This design comes from an exercise in tuning for small area and a short achievable clock period on the open sky130 flow, not from production work.
At most, simulation tests tie the RTL to the original design; equivalence was not proved.
Power and IR drop assume default switching activity.

Design bist_top, start of the top module:
module bist_top #(
    parameter size   = 6,   
    parameter length = 8    
)(
    input  logic               start,
    input  logic               rst,
    input  logic               clk,
    input  logic               csin,
    input  logic               rwbarin,
    input  logic               opr,
    input  logic [size-1:0]    address,
    input  logic [length-1:0]  datain,
    output logic [length-1:0]  dataout,
    output logic               fail
);
Size: ~1,300 cells after synthesis, roughly 540 flip-flops, ~29 I/O pins.
clock: 6.0 ns
lec_check: 0
cap_margin: 20
core_margin: 2
core_utilization: 60
cts_buf_list: sky130_fd_sc_hd__clkbuf_8
cts_cluster_diameter: 80
cts_cluster_size: 14
setup_slack_margin: 3.0
slew_margin: 20
synth_hierarchical: 1
standard.sh (not shown) runs the stock make flow with config.mk's settings and CLKGATE_MAP_FILE= SYNTH_SCRIPT=/design/flow/synth_recipe.tcl, a recipe that flattens the netlist after the stock synthesis.
==> flow/flow/run.sh <==
#!/bin/bash
# Layout flow: the standard synthesis and layout (standard.sh), with the
# port buffers made from buf_4 cells. Each step's full output goes to its own log.
set -euo pipefail
work=$(pwd)
bash standard.sh synth > "$work/synth.log" 2>&1
bash standard.sh \
    "BUFFER_PORTS_ARGS=-buffer_cell sky130_fd_sc_hd__buf_4" \
    finish > "$work/layout.log" 2>&1
The first run completed without violations.
Change:
==> flow/run.sh (new file) <==
#!/bin/bash
# synth_recipe.tcl (not shown) runs the flow's synth.tcl, then flattens the netlist and writes it again
# the make line also repeats each setting of config.mk as NAME=value (left out here)
make -C /OpenROAD-flow-scripts/flow DESIGN_CONFIG=/design/flow/config.mk WORK_HOME=/design/flow/orfs CLKGATE_MAP_FILE= SYNTH_SCRIPT=/design/flow/synth_recipe.tcl finish
CORE_UTILIZATION = 50   (was 60)
removed: flow/flow/run.sh
removed: flow/standard.sh
=> Setup slack gains 0.0071 ns; total power climbs by 2.3%; fmax is about the same; global-route usage drops by 3.4 points; cell count climbs by 4.9%; count of clock-buffer cells in the layout drops by 1.
Change:
CORE_UTILIZATION = 60   (was 50)
SETUP_SLACK_MARGIN = 3.1   (was 3.0)
=> Cell area increases by 3.4%. Routed wire length decreases by 1.4%. Clock skew stays flat. Cell count decreases by 3.5%. Power increases by 0.90%. Worst setup slack is worse by 0.0035 ns. Worst hold slack is better by 0.011 ns. Maximum frequency hardly moves.
Change:
SETUP_SLACK_MARGIN = 3.0   (was 3.1)
Effect:
- wire length drops by 6.0%
- area after synthesis does not change
- via count drops by 3.1%
- register-to-register slack improves by 0.04 ns

== red ==
The RTL this note starts from:
==> flow/design.v <==
module predec3n (
    input  logic [2:0] a,
    input  logic [2:0] a_n,
    input  logic       en_a,
    input  logic [7:0] qd,
    output logic [7:0] yn
);
    genvar j;
    generate
        for (j = 0; j < 8; j++) begin : g_j
            g_a41oi u (.a(en_a),
                       .b(j[2] ? a[2] : a_n[2]),
                       .c(j[1] ? a[1] : a_n[1]),
                       .d(j[0] ? a[0] : a_n[0]),
                       .e(qd[j]), .y(yn[j]));
        end
    endgenerate
endmodule
module ao8 (
    input  logic [7:0] d,
    input  logic [7:0] s,
    output logic       y
);
    assign y = |(d & s);
endmodule
module rdbit (
    input  logic [63:0] d,
    input  logic [63:0] rsel,
    input  logic        wbit,
    input  logic        wsel_d,
    output logic        y
);
    logic [7:0] s;
    logic [2:0] t;
    logic       byp_n;
    genvar k;
    generate
        for (k = 0; k < 8; k++) begin : g_s
            ao8 u (.d(d[8*k+7:8*k]), .s(rsel[8*k+7:8*k]), .y(s[k]));
        end
    endgenerate
    g_nor3  u_t0 (.a(s[0]), .b(s[1]), .c(s[2]), .y(t[0]));
    g_nor3  u_t1 (.a(s[3]), .b(s[4]), .c(s[5]), .y(t[1]));
    g_nor2  u_t2 (.a(s[6]), .b(s[7]), .y(t[2]));
    g_nand2 u_b  (.a(wbit), .b(wsel_d), .y(byp_n));
    g_nand4 u_y  (.a(t[0]), .b(t[1]), .c(t[2]), .d(byp_n), .y(y));
endmodule
module g_inv   (input logic a, output logic y);                   assign y = !a;                          endmodule
module g_or2   (input logic a, b, output logic y);                assign y = a || b;                      endmodule
module g_nor2  (input logic a, b, output logic y);                assign y = !(a || b);                   endmodule
module g_nand2 (input logic a, b, output logic y);                assign y = !(a && b);                   endmodule
module g_nor3  (input logic a, b, c, output logic y);             assign y = !(a || b || c);              endmodule
module g_nand3 (input logic a, b, c, output logic y);             assign y = !(a && b && c);              endmodule
module g_nand4 (input logic a, b, c, d, output logic y);          assign y = !(a && b && c && d);         endmodule
module g_xnor2 (input logic a, b, output logic y);                assign y = !(a ^ b);                    endmodule
module g_aoi22 (input logic a0, b0, a1, b1, output logic y);      assign y = !((a0 && b0) || (a1 && b1)); endmodule
module g_aoi222 (input logic a0, b0, a1, b1, a2, b2, output logic y);
    assign y = !((a0 && b0) || (a1 && b1) || (a2 && b2));
endmodule
module g_a41oi (input logic a, b, c, d, e, output logic y);       assign y = !((a && b && c && d) || e);  endmodule
module g_and2  (input logic a, b, output logic y);                assign y = a && b;                      endmodule
module g_a21o  (input logic a, b, c, output logic y);             assign y = (a && b) || c;               endmodule
module g_a31o  (input logic a, b, c, d, output logic y);          assign y = (a && b && c) || d;          endmodule
module g_a32o  (input logic a, b, c, d, e, output logic y);       assign y = (a && b && c) || (d && e);   endmodule
module bist_top #(
    parameter size   = 6,   
    parameter length = 8    
)(
    input  logic               start,
    input  logic               rst,
    input  logic               clk,
    input  logic               csin,
    input  logic               rwbarin,
    input  logic               opr,
    input  logic [size-1:0]    address,
    input  logic [length-1:0]  datain,
    output logic [length-1:0]  dataout,
    output logic               fail
);
    function automatic logic [7:0] pat(input logic [2:0] s);
        case (s)
            3'd0: pat = 8'hAA;
            3'd1: pat = 8'h55;
            3'd2: pat = 8'hF0;
            3'd3: pat = 8'h0F;
            3'd4: pat = 8'h00;
            3'd5: pat = 8'hFF;
            3'd6: pat = 8'hCC;
            default: pat = 8'h33;
        endcase
    endfunction
    logic       test;
    logic [9:0] q;
    logic       cout;
    logic       test_nx;
    logic [9:0] q_nx;
    logic       cout_nx;
    assign test_nx = test ? !cout : start;
    assign {cout_nx, q_nx} = test ? {1'b0, q} + 11'd1 : 11'd0;
    always_ff @(posedge clk or posedge rst) begin
        if (rst)
            test <= 1'b0;
        else
            test <= test_nx;
    end
    always_ff @(posedge clk) begin
        {cout, q} <= {cout_nx, q_nx};
    end
    logic [7:0] ptn;
    assign ptn = pat(q[2:0]);
    logic              cs, we;
    logic [length-1:0] wdata;
    assign cs    = test | csin;
    assign we    = test ? !q[6] : (csin && !rwbarin);
    assign wdata = test ? ptn : datain;
    logic       ntest, en_rd, en_wr;
    logic [5:0] address_n;
    logic [7:0] qd_rrow, qd_wrow, qd_col, rrow_n, wrow_n, col_n;
    assign ntest = !test;
    assign en_rd = ntest && rwbarin;
    assign en_wr = ntest && csin && !rwbarin;
    always_comb
        for (int j = 0; j < 8; j++) begin
            qd_rrow[j] = test &&  q[6] && (q[5:3] == j);
            qd_wrow[j] = test && !q[6] && (q[5:3] == j);
            qd_col[j]  = test && (q[2:0] == j);
        end
    genvar ga;
    generate
        for (ga = 0; ga < size; ga++) begin : g_ainv
            g_inv u (.a(address[ga]), .y(address_n[ga]));
        end
    endgenerate
    predec3n u_prrow (.a(address[5:3]), .a_n(address_n[5:3]), .en_a(en_rd), .qd(qd_rrow), .yn(rrow_n));
    predec3n u_pwrow (.a(address[5:3]), .a_n(address_n[5:3]), .en_a(en_wr), .qd(qd_wrow), .yn(wrow_n));
    predec3n u_pcol  (.a(address[2:0]), .a_n(address_n[2:0]), .en_a(ntest), .qd(qd_col),  .yn(col_n));
    genvar gw;
    logic [63:0] rsel, wsel;
    generate
        for (gw = 0; gw < 64; gw++) begin : g_sel
            g_nor2 u_r (.a(rrow_n[gw/8]), .b(col_n[gw%8]), .y(rsel[gw]));
            g_nor2 u_w (.a(wrow_n[gw/8]), .b(col_n[gw%8]), .y(wsel[gw]));
        end
    endgenerate
    logic [length-1:0] ram [0:63];
    always_ff @(posedge clk) begin
        for (int w = 0; w < 64; w++)
            if (wsel[w])
                ram[w] <= wdata;
    end
    logic [length-1:0] rd;
    genvar gb, gx;
    generate
        for (gb = 0; gb < length; gb++) begin : g_rd
            logic [63:0] col;
            for (gx = 0; gx < 64; gx++) begin : g_w
                assign col[gx] = ram[gx][gb];
            end
            rdbit u_rd (.d(col), .rsel(rsel), .wbit(wdata[gb]), .wsel_d(we), .y(rd[gb]));
        end
    endgenerate
    logic [length-1:0] rdata;
    always_ff @(posedge clk) begin
        if (cs)
            rdata <= rd;
    end
    logic [7:0] ptn_nx, mism_n;
    logic       chk_n, fa_lo_d, fa_hi_d;
    assign ptn_nx = pat(q_nx[2:0]);
    assign chk_n  = !(test && !cout && q_nx[6]);
    generate
        for (gb = 0; gb < length; gb++) begin : g_cmp
            g_xnor2 u (.a(rd[gb]), .b(ptn_nx[gb]), .y(mism_n[gb]));
        end
    endgenerate
    g_a41oi u_falo (.a(mism_n[0]), .b(mism_n[1]), .c(mism_n[2]), .d(mism_n[3]), .e(chk_n), .y(fa_lo_d));
    g_a41oi u_fahi (.a(mism_n[4]), .b(mism_n[5]), .c(mism_n[6]), .d(mism_n[7]), .e(chk_n), .y(fa_hi_d));
    logic rd_t, fa_lo, fa_hi, fb;
    always_ff @(posedge clk or posedge rst) begin
        if (rst) begin
            rd_t  <= 1'b0;
            fa_lo <= 1'b0;
            fa_hi <= 1'b0;
            fb    <= 1'b0;
        end else begin
            rd_t  <= test_nx && q_nx[6];
            fa_lo <= fa_lo_d;
            fa_hi <= fa_hi_d;
            fb    <= test_nx && !q_nx[6] && (q_nx[2:0] != 3'd4);
        end
    end
    logic idle_rd;
    g_and2 u_ird (.a(csin), .b(rwbarin), .y(idle_rd));
    genvar go;
    generate
        for (go = 0; go < length; go++) begin : g_out
            logic idle_d, test_d;
            assign idle_d = rdata[go] && ntest;
            assign test_d = rdata[go] && rd_t;
            g_a21o u (.a(idle_rd), .b(idle_d), .c(test_d), .y(dataout[go]));
        end
    endgenerate
    logic fa;
    assign fa = fa_lo || fa_hi;
    g_a32o u_fail (.a(opr), .b(rwbarin), .c(fb), .d(opr), .e(fa), .y(fail));
endmodule
Settings: LEC_CHECK=0, CAP_MARGIN=20, CORE_MARGIN=2, CORE_UTILIZATION=60, CTS_BUF_LIST=sky130_fd_sc_hd__clkbuf_8, CTS_CLUSTER_DIAMETER=80, CTS_CLUSTER_SIZE=14, SETUP_SLACK_MARGIN=3.3, SLEW_MARGIN=20, SYNTH_HIERARCHICAL=1; clock period 6.0 ns.
==> flow/flow/run.sh <==
#!/bin/bash
# Layout flow: the standard synthesis and layout (standard.sh), with all
# signal ports constrained to one edge of the die (io.tcl) and the port
# buffers made from buf_4 cells. Each step's full output goes to its own log.
set -euo pipefail
work=$(pwd)
bash standard.sh synth > "$work/synth.log" 2>&1
bash standard.sh \
    IO_CONSTRAINTS="$work/flow/io.tcl" \
    "BUFFER_PORTS_ARGS=-buffer_cell sky130_fd_sc_hd__buf_4" \
    finish > "$work/layout.log" 2>&1
==> flow/flow/io.tcl <==
# All ports on the right edge of the die, kept together.
set_io_pin_constraint -group -region right:* -pin_names {
    clk rst start csin rwbarin opr
    address[0] address[1] address[2] address[3] address[4] address[5]
    datain[0] datain[1] datain[2] datain[3] datain[4] datain[5] datain[6] datain[7]
    dataout[0] dataout[1] dataout[2] dataout[3] dataout[4] dataout[5] dataout[6] dataout[7]
    fail
}
The following lists how blue was set up differently from red:
- a change of SETUP_SLACK_MARGIN from 3.3 to 3.0
==> flow/run.sh (new file) <==
#!/bin/bash
# synth_recipe.tcl (not shown) runs the flow's synth.tcl, then flattens the netlist and writes it again
# the make line also repeats each setting of config.mk as NAME=value (left out here)
make -C /OpenROAD-flow-scripts/flow DESIGN_CONFIG=/design/flow/config.mk WORK_HOME=/design/flow/orfs CLKGATE_MAP_FILE= SYNTH_SCRIPT=/design/flow/synth_recipe.tcl finish
removed: flow/flow/run.sh
removed: flow/flow/io.tcl
removed: flow/standard.sh
## What came out
- Fraction of met2 tracks used by global routing, red and blue, higher one = red.
- On number of combinational gates with multiple inputs, red tracks blue almost exactly.
- red → blue: clock power saw little to no change; routed wire length saw a decrease; sum of internal, switching and leakage power saw a decrease.
- Cmp red and blue / clock buffer instance count of the final layout / higher: blue
- Relative to red, the portion of total power attributed to combinational logic of blue is lower by 1.6 points.
- From red to blue the numbers moved as follows: number of placed cells counting well taps essentially unchanged; final core utilization decreased 2.6 points; quantity of hold-fixing buffers added after cts essentially unchanged.
Changes in green relative to blue:
==> flow/flow/run.sh (new file) <==
#!/bin/bash
# Layout flow: the standard synthesis and layout (standard.sh), with all
# signal ports constrained to one edge of the die (io.tcl) and the port
# buffers made from buf_4 cells. Each step's full output goes to its own log.
set -euo pipefail
work=$(pwd)
bash standard.sh synth > "$work/synth.log" 2>&1
bash standard.sh \
    IO_CONSTRAINTS="$work/flow/io.tcl" \
    "BUFFER_PORTS_ARGS=-buffer_cell sky130_fd_sc_hd__buf_4" \
    finish > "$work/layout.log" 2>&1
==> flow/flow/io.tcl (new file) <==
# All ports on the right edge of the die, kept together.
set_io_pin_constraint -group -region right:* -pin_names {
    clk rst start csin rwbarin opr
    address[0] address[1] address[2] address[3] address[4] address[5]
    datain[0] datain[1] datain[2] datain[3] datain[4] datain[5] datain[6] datain[7]
    dataout[0] dataout[1] dataout[2] dataout[3] dataout[4] dataout[5] dataout[6] dataout[7]
    fail
}
==> flow/standard.sh (new file) <==
#!/bin/bash
# synth_recipe.tcl (not shown) runs the flow's synth.tcl, then flattens the netlist and writes it again
# the make line also repeats each setting of config.mk as NAME=value (left out here)
make -C /OpenROAD-flow-scripts/flow DESIGN_CONFIG=/design/flow/config.mk WORK_HOME=/design/flow/orfs CLKGATE_MAP_FILE= SYNTH_SCRIPT=/design/flow/synth_recipe.tcl "${@:-finish}"
removed: flow/run.sh
[summary]
- For green, the classification of the worst setup path was in2reg, unlike blue, where it was in2out.
- Comparing green and blue, global-route usage is lower on blue.
- Wire length on met1: green and blue compared, lower one is green
- Comparing blue with green, the sequential cell count of the final layout came out essentially unchanged.
- Compared with blue, in green final wirelength picked up an extra 2.6%, critical path data required time went up, final area went up, worst setup slack went down, part of the cycle the worst path needs barely changed.
- The via count reported for green is higher than the one for blue.
- Lower combinational power goes to blue over green.
No functional check of the RTL was part of any run of this note.

-- re-timing with driven ports --
No port has a modelled driver above. Below, the same layouts with a new extraction and two added sets of constraints.
Step 1 assumes that a clkbuf_16 drives the clock port and a buf_2 every other input.
Step 2 times the ports against the registers' clock, not the clock port: input delays grow and output delays shrink by t, the midpoint of the rising clock arrivals with the driver on.
Slacks: ideal ports / drivers / drivers and shift; pairs: ideal ports / drivers.
run | shift t [ns] | setup WS [ns] | worst setup path at the end | worst slew at a driven data input, ns
the first run of note 1 | 0.669 | 2.948 / 2.922 / 2.253 | input to register | 0.08
the second run of note 1 | 0.688 | 2.955 / 2.955 / 2.324 | input to register | 0.06
the third run of note 1 | 0.629 | 2.951 / 2.900 / 2.434 | input to register | 0.08
the fourth run of note 1 | 0.643 | 2.960 / 2.880 / 2.343 | input to register | 0.08
red | 0.639 | 2.858 / 2.835 / 2.197 | input to register | 0.13
blue | 0.657 | 2.912 / 2.873 / 2.325 | input to register | 0.09
green | 0.667 | 2.905 / 2.864 / 2.197 | input to register | 0.12
After both steps setup and hold are still met in every run listed. The setup slack of green, which loses most, moves by -0.041 ns with the drivers and by -0.708 ns with both steps.
